Context: an optimization exercise on an open-source flow, tuned for small area. The choices shown serve that exercise and are no tape-out recipe. The RTL of this run was laid out without a check of its function.

`flow/run.sh`:
```
#!/bin/bash
# synth_recipe.tcl (not shown) runs the flow's synth.tcl, then flattens the netlist and writes it again
# the make line also repeats each setting of config.mk as NAME=value (left out here)
make -C /OpenROAD-flow-scripts/flow DESIGN_CONFIG=/design/flow/config.mk WORK_HOME=/design/flow/orfs CLKGATE_MAP_FILE= SYNTH_SCRIPT=/design/flow/synth_recipe.tcl finish
```
`flow/config.mk`:
```
export PLATFORM = sky130hd
export DESIGN_NAME = fc_top
export DESIGN_NICKNAME = fc_top
export VERILOG_FILES = /design/flow/design.v
export SDC_FILE = /design/flow/constraint.sdc
export NUM_CORES = 4
export LEC_CHECK = 0
export CAP_MARGIN = 20
export CORE_MARGIN = 2
export CORE_UTILIZATION = 40
export PLACE_DENSITY = 0.6
export SLEW_MARGIN = 20
```
`flow/constraint.sdc`:
```
create_clock -name core_clock -period 22.0 [get_ports {CLK}]
set_input_delay 4.4000 -clock core_clock [delete_from_list [all_inputs] [get_ports {CLK}]]
set_output_delay 4.4000 -clock core_clock [all_outputs]
set_load 0.01 [all_outputs]
```
`flow/design.v`:
```
module clk_counter_fc
  (
    input clk,
    input rstn,
    input start,
    input done,
    output reg [31:0] clk_counter
  );
  always @(posedge clk or negedge rstn) begin
    if (!rstn) begin
      clk_counter <= 32'd0;
    end
    else begin
      if (start && !done) begin
        clk_counter <= clk_counter+1;
      end
      else begin
        clk_counter <= clk_counter;
      end
    end
  end
endmodule
module fc_apb
  (
    input wire PCLK,
    input wire PRESETB,         
    input wire [31:0] PADDR,    
    input wire PSEL,            
    input wire PENABLE,         
    input wire PWRITE,          
    input wire [31:0] PWDATA,   
    output wire [31:0] PRDATA,   
    input wire [31:0] clk_counter,
    input wire [31:0] max_index,
    input wire [0:0] fc_done,
    output reg [0:0] fc_start,
    output reg [2:0] COMMAND,       
    input wire F_writedone,         
    input wire B_writedone,         
    input wire cal_done,            
    output reg [31:0] num_input_words,   
    output reg [31:0] num_output_words   
  );
  wire state_enable;
  wire state_enable_pre;
  reg [31:0] prdata_reg;
  assign state_enable = PSEL & PENABLE;
  assign state_enable_pre = PSEL & ~PENABLE;
  always @(posedge PCLK, negedge PRESETB) begin
    if (PRESETB == 1'b0) begin
      prdata_reg <= 32'h00000000;  
    end
    else begin
      if (~PWRITE & state_enable_pre) begin
        case ({PADDR[31:2], 2'h0})
          32'h00000000 : prdata_reg <= {28'd0, fc_start, COMMAND};
          32'h00000004 : prdata_reg <= {29'd0, cal_done, B_writedone, F_writedone};
          32'h00000008 : prdata_reg <= clk_counter;
          32'h0000000c : prdata_reg <= {31'd0, fc_done};
          32'h00000010 : prdata_reg <= max_index;
          32'h00000014 : prdata_reg <= num_input_words;
          32'h00000018 : prdata_reg <= num_output_words;
          default: prdata_reg <= 32'h0;
        endcase
      end
      else begin
        prdata_reg <= 32'h0;
      end
    end
  end
  assign PRDATA = (~PWRITE & state_enable) ? prdata_reg : 32'h00000000;
  always @(posedge PCLK, negedge PRESETB) begin
    if (PRESETB == 1'b0) begin
      fc_start <= 1'b0;
      COMMAND  <= 3'b000;
      num_input_words  <= 32'd64;
      num_output_words <= 32'd16;
    end
    else begin
      if (PWRITE & state_enable) begin
        case ({PADDR[31:2], 2'h0})
          32'h00000000 : begin
            COMMAND <= PWDATA[2:0];
            if(PWDATA[2:0] != 3'b000) begin
              fc_start <= 1'b1;
            end 
            else begin
              fc_start <= 1'b0;
            end
          end
          32'h00000004 : begin
          end
          32'h00000014 : begin
             num_input_words <= PWDATA;
          end
          32'h00000018 : begin
             num_output_words <= PWDATA;
          end
          default: ;
        endcase
      end
    end
  end
endmodule
module fc_module 
  #(
    parameter integer C_S00_AXIS_TDATA_WIDTH = 32
  )
  (
    input wire clk,
    input wire rstn,
    output wire S_AXIS_TREADY,
    input wire [C_S00_AXIS_TDATA_WIDTH-1 : 0] S_AXIS_TDATA,
    input wire [(C_S00_AXIS_TDATA_WIDTH/8)-1 : 0] S_AXIS_TKEEP, 
    input wire S_AXIS_TUSER, 
    input wire S_AXIS_TLAST, 
    input wire S_AXIS_TVALID, 
    input wire M_AXIS_TREADY, 
    output wire M_AXIS_TUSER, 
    output wire [C_S00_AXIS_TDATA_WIDTH-1 : 0] M_AXIS_TDATA, 
    output wire [(C_S00_AXIS_TDATA_WIDTH/8)-1 : 0] M_AXIS_TKEEP, 
    output wire M_AXIS_TLAST, 
    output wire M_AXIS_TVALID,
    input fc_start, 
    output reg fc_done,
    input wire [2:0] COMMAND,
    input wire [31:0] num_input_words,   
    input wire [31:0] num_output_words,  
    output reg F_writedone,
    output reg B_writedone,
    output reg [31:0] max_index,
    output reg cal_done
  ); 
  wire [C_S00_AXIS_TDATA_WIDTH-1 : 0] m_axis_tdata;
  reg m_axis_tlast;
  reg m_axis_tvalid;
  wire s_axis_tready;
  assign M_AXIS_TDATA = m_axis_tdata;
  assign M_AXIS_TLAST = m_axis_tlast;
  assign M_AXIS_TVALID = m_axis_tvalid;
  assign M_AXIS_TUSER = 1'b0;
  assign M_AXIS_TKEEP = {(C_S00_AXIS_TDATA_WIDTH/8) {1'b1}};
  localparam FEATURE_WORD_LEN  = 64;   
  localparam BIAS_WORD_LEN     = 16;
  localparam RESULT_WORD_LEN   = 16;
  localparam SCALE_SHIFT = 6;
  reg [31:0]        buf_feature [0:FEATURE_WORD_LEN-1]; 
  reg signed [31:0] buf_bias   [0:RESULT_WORD_LEN-1]; 
  reg [31:0]        buf_result [0:RESULT_WORD_LEN-1]; 
  reg [31:0] input_len;   
  reg [31:0] output_len; 
  reg [31:0] idx;        
  reg [31:0]  k_idx;       
  reg [31:0]  neuron_idx;  
  reg [31:0]  result_idx;  
  reg signed [31:0] current_max_val;  
  reg [31:0]        max_idx_reg;      
  always @(*) max_index = max_idx_reg;
  reg s_ready_reg;
  assign S_AXIS_TREADY = s_ready_reg;
  reg signed [63:0] acc;         
  wire signed [63:0] next_acc;       
  wire signed [31:0] scaled_val;     
  wire signed [31:0] biased_val;     
  wire signed [31:0] final_val;      
  wire signed [7:0] w0, w1, w2, w3; 
  wire signed [7:0] f0, f1, f2, f3; 
  wire [31:0] current_feat_word;    
  assign w0 = $signed(S_AXIS_TDATA[7:0]);   
  assign w1 = $signed(S_AXIS_TDATA[15:8]);
  assign w2 = $signed(S_AXIS_TDATA[23:16]);
  assign w3 = $signed(S_AXIS_TDATA[31:24]); 
  assign current_feat_word = buf_feature[k_idx];
  assign f0 = $signed(current_feat_word[7:0]); 
  assign f1 = $signed(current_feat_word[15:8]);
  assign f2 = $signed(current_feat_word[23:16]);
  assign f3 = $signed(current_feat_word[31:24]); 
  wire signed [63:0] term0 = $signed(w0) * $signed(f0);
  wire signed [63:0] term1 = $signed(w1) * $signed(f1);
  wire signed [63:0] term2 = $signed(w2) * $signed(f2);
  wire signed [63:0] term3 = $signed(w3) * $signed(f3);
  wire signed [63:0] mac_result_64 = term0 + term1 + term2 + term3;
  assign next_acc = acc + mac_result_64;
  assign scaled_val = (next_acc >>> SCALE_SHIFT);  
  wire [1:0] bias_byte_pos;
  wire [7:0] current_bias_q1_6;
  wire signed [31:0] signed_bias_32;
  assign bias_byte_pos = neuron_idx[1:0];   
  assign current_bias_q1_6 = buf_bias[result_idx] >> (8 * bias_byte_pos);
  assign signed_bias_32 = $signed({ {24{current_bias_q1_6[7]}}, current_bias_q1_6 }); 
  assign biased_val = scaled_val + signed_bias_32;
  assign final_val = (biased_val < 0)   ? 32'd0   :  
                     (biased_val > 127) ? 32'd127 :  
                     biased_val;                     
  localparam S_IDLE       = 3'd0; 
  localparam S_LOAD_FEAT  = 3'd1; 
  localparam S_LOAD_BIAS  = 3'd2; 
  localparam S_CALC_W     = 3'd3; 
  localparam S_SEND_RES   = 3'd4; 
  localparam S_WAIT_CMD   = 3'd5; 
  reg [2:0] state;
  reg [2:0] prev_command; 
  assign m_axis_tdata = (state == S_SEND_RES) ? buf_result[result_idx] : 32'h00000000;
  always @(posedge clk or negedge rstn) begin
    if (!rstn) begin
      state             <= S_IDLE;
      s_ready_reg       <= 0;
      m_axis_tvalid     <= 0; 
      m_axis_tlast      <= 0; 
      F_writedone       <= 0;
      B_writedone       <= 0;
      cal_done          <= 0;
      fc_done           <= 0;
      idx               <= 0;
      k_idx             <= 0;
      neuron_idx        <= 0;
      result_idx        <= 0;
      acc               <= 0;
      input_len         <= 0;
      output_len        <= 0;
      prev_command      <= 3'b000;
      current_max_val <= 32'h80000000;  
      max_idx_reg <= 0;
    end 
    else begin
      if (m_axis_tvalid && M_AXIS_TREADY) begin
        m_axis_tvalid <= 0;
        m_axis_tlast  <= 0;
      end
      case (state)
        S_IDLE: begin
          s_ready_reg       <= 0;
          m_axis_tvalid     <= 0; 
          m_axis_tlast      <= 0; 
          F_writedone       <= 0;
          B_writedone       <= 0;
          cal_done          <= 0;
          fc_done           <= 0;
          if (fc_start) begin
            prev_command <= COMMAND;
            current_max_val <= 32'h80000000;  
            max_idx_reg <= 0;
            case (COMMAND)
              3'b001: begin  
                state             <= S_LOAD_FEAT;
                s_ready_reg       <= 1; 
                idx               <= 0;
              end
              3'b010: begin  
                state             <= S_LOAD_BIAS;
                s_ready_reg       <= 1; 
                idx               <= 0;
              end
              3'b100: begin  
                state             <= S_CALC_W;
                s_ready_reg       <= 1; 
                k_idx             <= 0; 
                neuron_idx        <= 0; 
                result_idx        <= 0; 
                acc               <= 0;
              end
              3'b101: begin  
                state             <= S_SEND_RES;
                result_idx        <= 0;  
              end
              default: state <= S_IDLE;
            endcase
          end
        end
        S_LOAD_FEAT: begin
          if (S_AXIS_TVALID && s_ready_reg) begin
            buf_feature[idx] <= S_AXIS_TDATA; 
            idx <= idx + 1;
            if (S_AXIS_TLAST || idx == num_input_words - 1) begin
              input_len     <= idx + 1;
              s_ready_reg   <= 0; 
              F_writedone   <= 1; 
              state         <= S_WAIT_CMD;
            end
          end
        end
        S_LOAD_BIAS: begin
          if (S_AXIS_TVALID && s_ready_reg) begin
            buf_bias[idx] <= $signed(S_AXIS_TDATA); 
            idx <= idx + 1;
            if (S_AXIS_TLAST || idx == num_output_words - 1) begin
              output_len    <= idx + 1;
              s_ready_reg   <= 0; 
              B_writedone   <= 1; 
              state         <= S_WAIT_CMD;
            end
          end
        end
        S_CALC_W: begin
          if (S_AXIS_TVALID && s_ready_reg) begin
            acc   <= next_acc;
            k_idx <= k_idx + 1; 
            if (k_idx == num_input_words - 1) begin
              if (neuron_idx == 0) begin
                current_max_val <= final_val;
                max_idx_reg <= 0;
              end 
              else if (final_val > current_max_val) begin
                current_max_val <= final_val;
                max_idx_reg <= neuron_idx;  
              end
              case (neuron_idx % 4)
                0: buf_result[result_idx]        <= {24'd0, final_val[7:0]};  
                1: buf_result[result_idx][15:8]  <= final_val[7:0]; 
                2: buf_result[result_idx][23:16] <= final_val[7:0]; 
                3: begin
                  buf_result[result_idx][31:24] <= final_val[7:0]; 
                  result_idx                    <= result_idx + 1; 
                end
              endcase
              acc        <= 0;
              k_idx      <= 0; 
              neuron_idx <= neuron_idx + 1; 
            end
            if (S_AXIS_TLAST) begin
              s_ready_reg   <= 0; 
              cal_done      <= 1; 
              state         <= S_WAIT_CMD;
            end
          end
        end
        S_SEND_RES: begin
          if (!m_axis_tvalid || (M_AXIS_TREADY && m_axis_tvalid)) begin
            m_axis_tvalid <= 1;
            if (M_AXIS_TREADY && m_axis_tvalid) begin
              if (result_idx == num_output_words - 1) begin
                m_axis_tvalid <= 0;
                m_axis_tlast  <= 0;
                fc_done     <= 1; 
                state       <= S_WAIT_CMD;
              end 
              else if (result_idx == num_output_words - 2) begin
                result_idx <= result_idx + 1;
                m_axis_tlast  <= 1;
              end
              else begin
                result_idx <= result_idx + 1;
              end
            end 
          end
        end
        S_WAIT_CMD: begin
          if (fc_start == 1'b0) begin
            state <= S_IDLE;
            input_len         <= 0;
            output_len        <= 0;
            prev_command      <= 3'b000;
          end
          else if (COMMAND != prev_command) begin 
             prev_command <= COMMAND; 
             case (COMMAND)
               3'b001: begin 
                  state <= S_LOAD_FEAT;
                  s_ready_reg <= 1; 
                  idx <= 0; 
                  F_writedone <= 0; 
                end
               3'b010: begin 
                  state <= S_LOAD_BIAS;
                  s_ready_reg <= 1; 
                  idx <= 0; 
                  B_writedone <= 0; 
                end
               3'b100: begin 
                  state <= S_CALC_W;
                  s_ready_reg <= 1; 
                  k_idx <= 0; 
                  neuron_idx <= 0; 
                  result_idx <= 0; 
                  acc <= 0; 
                  cal_done <= 0;
                end
               3'b101: begin 
                  state <= S_SEND_RES;
                  result_idx <= 0; 
                  fc_done <= 0; 
                end
               default: state <= S_IDLE;
             endcase
          end
        end
        default: state <= S_IDLE;
      endcase
    end
  end
endmodule
`timescale 1ns / 1ps
module fc_top 
  #(
    parameter integer C_S00_AXIS_TDATA_WIDTH = 32
  )
  (
    input wire CLK,
    input wire RESETN,
    output wire S_AXIS_TREADY,
    input wire [C_S00_AXIS_TDATA_WIDTH-1 : 0] S_AXIS_TDATA,
    input wire [(C_S00_AXIS_TDATA_WIDTH/8)-1 : 0] S_AXIS_TKEEP, 
    input wire S_AXIS_TUSER, 
    input wire S_AXIS_TLAST, 
    input wire S_AXIS_TVALID, 
    input wire M_AXIS_TREADY, 
    output wire M_AXIS_TUSER, 
    output wire [C_S00_AXIS_TDATA_WIDTH-1 : 0] M_AXIS_TDATA, 
    output wire [(C_S00_AXIS_TDATA_WIDTH/8)-1 : 0] M_AXIS_TKEEP, 
    output wire M_AXIS_TLAST, 
    output wire M_AXIS_TVALID, 
    input wire [31:0] PADDR, 
    input wire PENABLE, 
    input wire PSEL, 
    input wire PWRITE, 
    input wire [31:0] PWDATA, 
    output wire [31:0] PRDATA, 
    output wire PREADY, 
    output wire PSLVERR
  );
  wire fc_start;
  wire fc_done;
  wire [31:0] clk_counter;
  wire [31:0] max_index;
  assign PREADY = 1'b1;
  assign PSLVERR = 1'b0;
  wire [2:0] fc_cmd;            
  wire F_writedone;             
  wire B_writedone;             
  wire cal_done;                
  wire [31:0] num_input_words;  
  wire [31:0] num_output_words; 
  clk_counter_fc u_clk_counter(
    .clk   (CLK),
    .rstn  (RESETN),
    .start (fc_start),
    .done  (fc_done),
    .clk_counter (clk_counter)
  );
  fc_apb u_fc_apb(
    .PCLK    (CLK),
    .PRESETB (RESETN),
    .PADDR   ({16'd0,PADDR[15:0]}),
    .PSEL    (PSEL),
    .PENABLE (PENABLE),
    .PWRITE  (PWRITE),
    .PWDATA  (PWDATA),
    .PRDATA  (PRDATA),
    .fc_start    (fc_start),
    .fc_done     (fc_done),
    .clk_counter (clk_counter),
    .COMMAND          (fc_cmd),            
    .F_writedone      (F_writedone),       
    .B_writedone      (B_writedone),       
    .cal_done         (cal_done),          
    .max_index        (max_index),        
    .num_input_words  (num_input_words),   
    .num_output_words (num_output_words)   
  );
  fc_module u_fc_module(
    .clk  (CLK),
    .rstn (RESETN),
    .S_AXIS_TREADY (S_AXIS_TREADY),
    .S_AXIS_TDATA  (S_AXIS_TDATA),
    .S_AXIS_TKEEP  (S_AXIS_TKEEP),
    .S_AXIS_TUSER  (S_AXIS_TUSER),
    .S_AXIS_TLAST  (S_AXIS_TLAST),
    .S_AXIS_TVALID (S_AXIS_TVALID),
    .M_AXIS_TREADY (M_AXIS_TREADY),
    .M_AXIS_TUSER  (M_AXIS_TUSER),
    .M_AXIS_TDATA  (M_AXIS_TDATA),
    .M_AXIS_TKEEP  (M_AXIS_TKEEP),
    .M_AXIS_TLAST  (M_AXIS_TLAST),
    .M_AXIS_TVALID (M_AXIS_TVALID),
    .fc_start      (fc_start),
    .fc_done       (fc_done),
    .COMMAND          (fc_cmd),            
    .F_writedone      (F_writedone),       
    .B_writedone      (B_writedone),       
    .cal_done         (cal_done),          
    .max_index        (max_index),         
    .num_input_words  (num_input_words),   
    .num_output_words (num_output_words)   
  );
endmodule
```
==> flow_summary.json <==
{
  "status": "complete, no violations",
  "tritoncts": "yes",
  "hold_path_class": "reg -> reg",
  "synth_top_family_by_area": "compound AO/OA/AOI/OAI gates",
  "final_layout_size_suffix_gt1_share_pct": 11.3,
  "synthMuxAreaShare_pct": 1.24,
  "highest_layer": "met5",
  "drtIter0Drc": 16827,
  "largest_reg_flops": 2048,
  "rsz0062_at_grt": "false",
  "grt-ovfl-total": 0,
  "synth-xor-area-share_pct": 2.47,
  "slew_violations": 0,
  "top_register": "u_fc_module.buf_feature",
  "hold_viol": 0,
  "cpMaxStageDelayCell": "nand2b_2",
  "post_cts_buffers": 0,
  "dp_worst_setup_slack_ps": 1580,
  "gp_congestion": 0.907,
  "wl_met2_mm": 248,
  "dp.cells": 15077,
  "ys_seq_area_share_pct": 68.5,
  "synth_top_area_share_pct": 62.2,
  "synthToLayoutAreaGrowth_pct": 14.3,
  "synth_area_leaders": "edfxtp_1 62%, dfrtp_1 6.3%, fa_1 3.9%, a22oi_1 3.8%, a22o_1 2.2%",
  "root_buffer": "clkbuf_16",
  "ant_nets": 0,
  "syn_inst": 10089,
  "critPathRequiredTime_ps": 22830,
  "via_per_inst": 6.43,
  "critPathKind": "reg -> reg",
  "clock_sinks": 3447,
  "max_stage_delay_ps": 980,
  "die_w_um": 613,
  "wire_per_inst_um": 35.5,
  "cts_hold_buf": 0,
  "yosysMostFrequentCell": "edfxtp_1",
  "reg_top3": "u_fc_module.buf_feature (2048), u_fc_module.buf_bias (512), u_fc_module.buf_result (512)",
  "met1_length_mm": 200,
  "dp_hpwl_mm": 323,
  "ys_types": 91,
  "synth_compound_area_share_pct": 11.9,
  "grt_start_max_net_pins": 86,
  "setup_viol": 0,
  "worst_setup_path_start_kind": "flip-flop",
  "avgSynthCellArea_um2": 14.7,
  "clk_pin_slew_ps": 60,
  "max_cap_violations": 0,
  "io_pins": 183,
  "yosysWarnings": 6,
  "fin_nets": 11119,
  "ys.flop_type": "edfxtp_1",
  "htree_levels": 5,
  "vias": 101160,
  "clk_latency_ps": 980,
  "synth-adder-area-share_pct": 5.92,
  "route.detailed.drc": 0,
  "routed-wl-met3_mm": 75.4,
  "die_h_um": 613,
  "start_util_pct": 40.2,
  "cp_data_arrival_time_ps": 21140,
  "grt_pass1_wl_mm": 759,
  "numPortBuffers": 152,
  "synthArstFlopShare_pct": 10.9,
  "core_mm2": 0.369,
  "tightestPinTransition_ps": 1300,
  "synth_common_cells": "3072 x edfxtp_1, 750 x a22oi_1, 609 x nor2_1, 563 x inv_1, 428 x clkbuf_1",
  "yosysTopAreaCell": "edfxtp_1",
  "drt-total-wl_mm": 559,
  "max_freq_mhz": 49.2,
  "cp_common_cell": "fa_1",
  "dieArea_mm2": 0.376,
  "final.fill_count": 31976,
  "setup_slack_ps": 1690,
  "drt-pass1-iter-count": 9,
  "fin_cells": 15730,
  "rows": 223,
  "crit_fanout": 39,
  "maxSlewHeadroom_pct": 13.3,
  "yosys.area_share.simple_pct": 7.09,
  "synth-edff-count": 3072,
  "grt_pass1_vias": 95210,
  "cts_made_buffers": 349,
  "skew_ps": 100,
  "synth_seq_cells": 3447,
  "postCtsResizedCells": 0,
  "antenna_found_initial": 28,
  "clockBufferDepth": 4,
  "cp-end-kind": "flip-flop",
  "final.min_clock_period_ps": 20310,
  "fin_tns_setup_ps": 0,
  "track_usage_pct": 28.9,
  "syn_area_mm2": 0.148,
  "fin_crit_sh_pct": 92.3
}
[metrics by stage]
step | utilization, % | instance area (um^2) | hold WS [ps]
after floorplan | - | 149000 | 446
after CTS | 45.9 | 169000 | 491
after detailed placement | 42.9 | 158000 | 480
final | 45.9 | 169000 | 496
after global placement | 42.8 | 158000 | 471
after global routing | 45.9 | 169000 | 511
[metal layers]
layer / vias up / track usage, %
met5: - / 0
met4: 22 / 14.7
met3: 1762 / 7.79
met2: 7945 / 44.7
met1: 51393 / 37.6
li1: 40038 / -
[cell type report]
type / count / area, um^2 / share of cell area (%)
tap: 4950 / 6190 / 3.66
clock inverter: 188 / 1930 / 1.14
inverter: 564 / 2120 / 1.25
clock buffer: 438 / 9240 / 5.46
antenna: 23 / 57.6 / 0.0340
sequential: 3447 / 102000 / 60.0
timing repair buffer: 486 / 4100 / 2.42
multi-input combinational: 5634 / 44100 / 26.1
[critical path, delay by kind of cell, from the launching register on]
kind / cells / cell delay (ps)
compound gates: 20 / 4340
xor+xnor: 3 / 590
fa+ha+maj: 11 / 4630
buf+inv: 11 / 2400
flops: 1 / 800
mux: 2 / 990
simple gates: 18 / 6220
[path summary, 6_finish.rpt]
check                                                    from                            end  slack, ps  cells past startpoint
worst min register to register  u_clk_counter.clk_counter[18]  u_clk_counter.clk_counter[18]        500                      1
max in group asynchronous                              RESETN             u_fc_module.acc[3]      16510                      3
worst max-delay path                     u_fc_module.k_idx[5]    u_fc_module.max_idx_reg[18]       1690                     65
worst min-delay path            u_clk_counter.clk_counter[18]  u_clk_counter.clk_counter[18]        500                      1
worst max register to register           u_fc_module.k_idx[5]    u_fc_module.max_idx_reg[18]       1690                     65
min in group asynchronous                              RESETN   u_fc_apb.num_output_words[8]       3450                      1
[placed cells by master, fill, tap and decap left out, drive strengths merged, types with 95 or more instances in the layout]
cell type,instances
nor2,609
nor3,95
xor2,125
buf,367
nand3,213
clkinv,141
a221oi,357
ha,238
conb,95
o21ai,164
a22oi,750
dfrtp,372
xnor2,278
clkbuf,438
a21oi,256
edfxtp,3072
a22o,371
nand4,291
inv,574
clkdlybuf4s50,119
nand2,390
fa,290
[cell families after synthesis]
family,count (synthesis)
flip-flops,3447
buffers and inverters,1101
other,2
multiplexers,169
XOR/XNOR,409
adder cells (fa/ha/maj),528
AND/OR/NAND/NOR,2106
AO/OA/AOI/OAI,2327

## separate check: timing with driven ports
In the flow no input, the clock included, has a driving cell. The finished layout below was timed again as built, in two steps.
Step 1: set_driving_cell puts a clkbuf_16 on CLK and a buf_2 on each other input, an assumption about the parent block.
Step 2, shift: input delay + t, output delay - t, t = (earliest + latest rising clock arrival at the registers) / 2. This alone moves slack from input paths to output paths.
Three values: ideal ports, drivers, drivers and shift; two values: the first two.
t (ns): 1.039
setup WS [ns]: 1.691 / 1.691 / 1.351
hold WS [ns]: 0.496 / 0.496 / 0.496
clock arrival spread, ns: 0.100 / 0.100
slew at the worst register clock pin (ns): 0.07 / 0.07
After both steps setup and hold are still met in this run. The setup slack of this run moves by 0.000 ns with the drivers and by -0.340 ns with both steps.
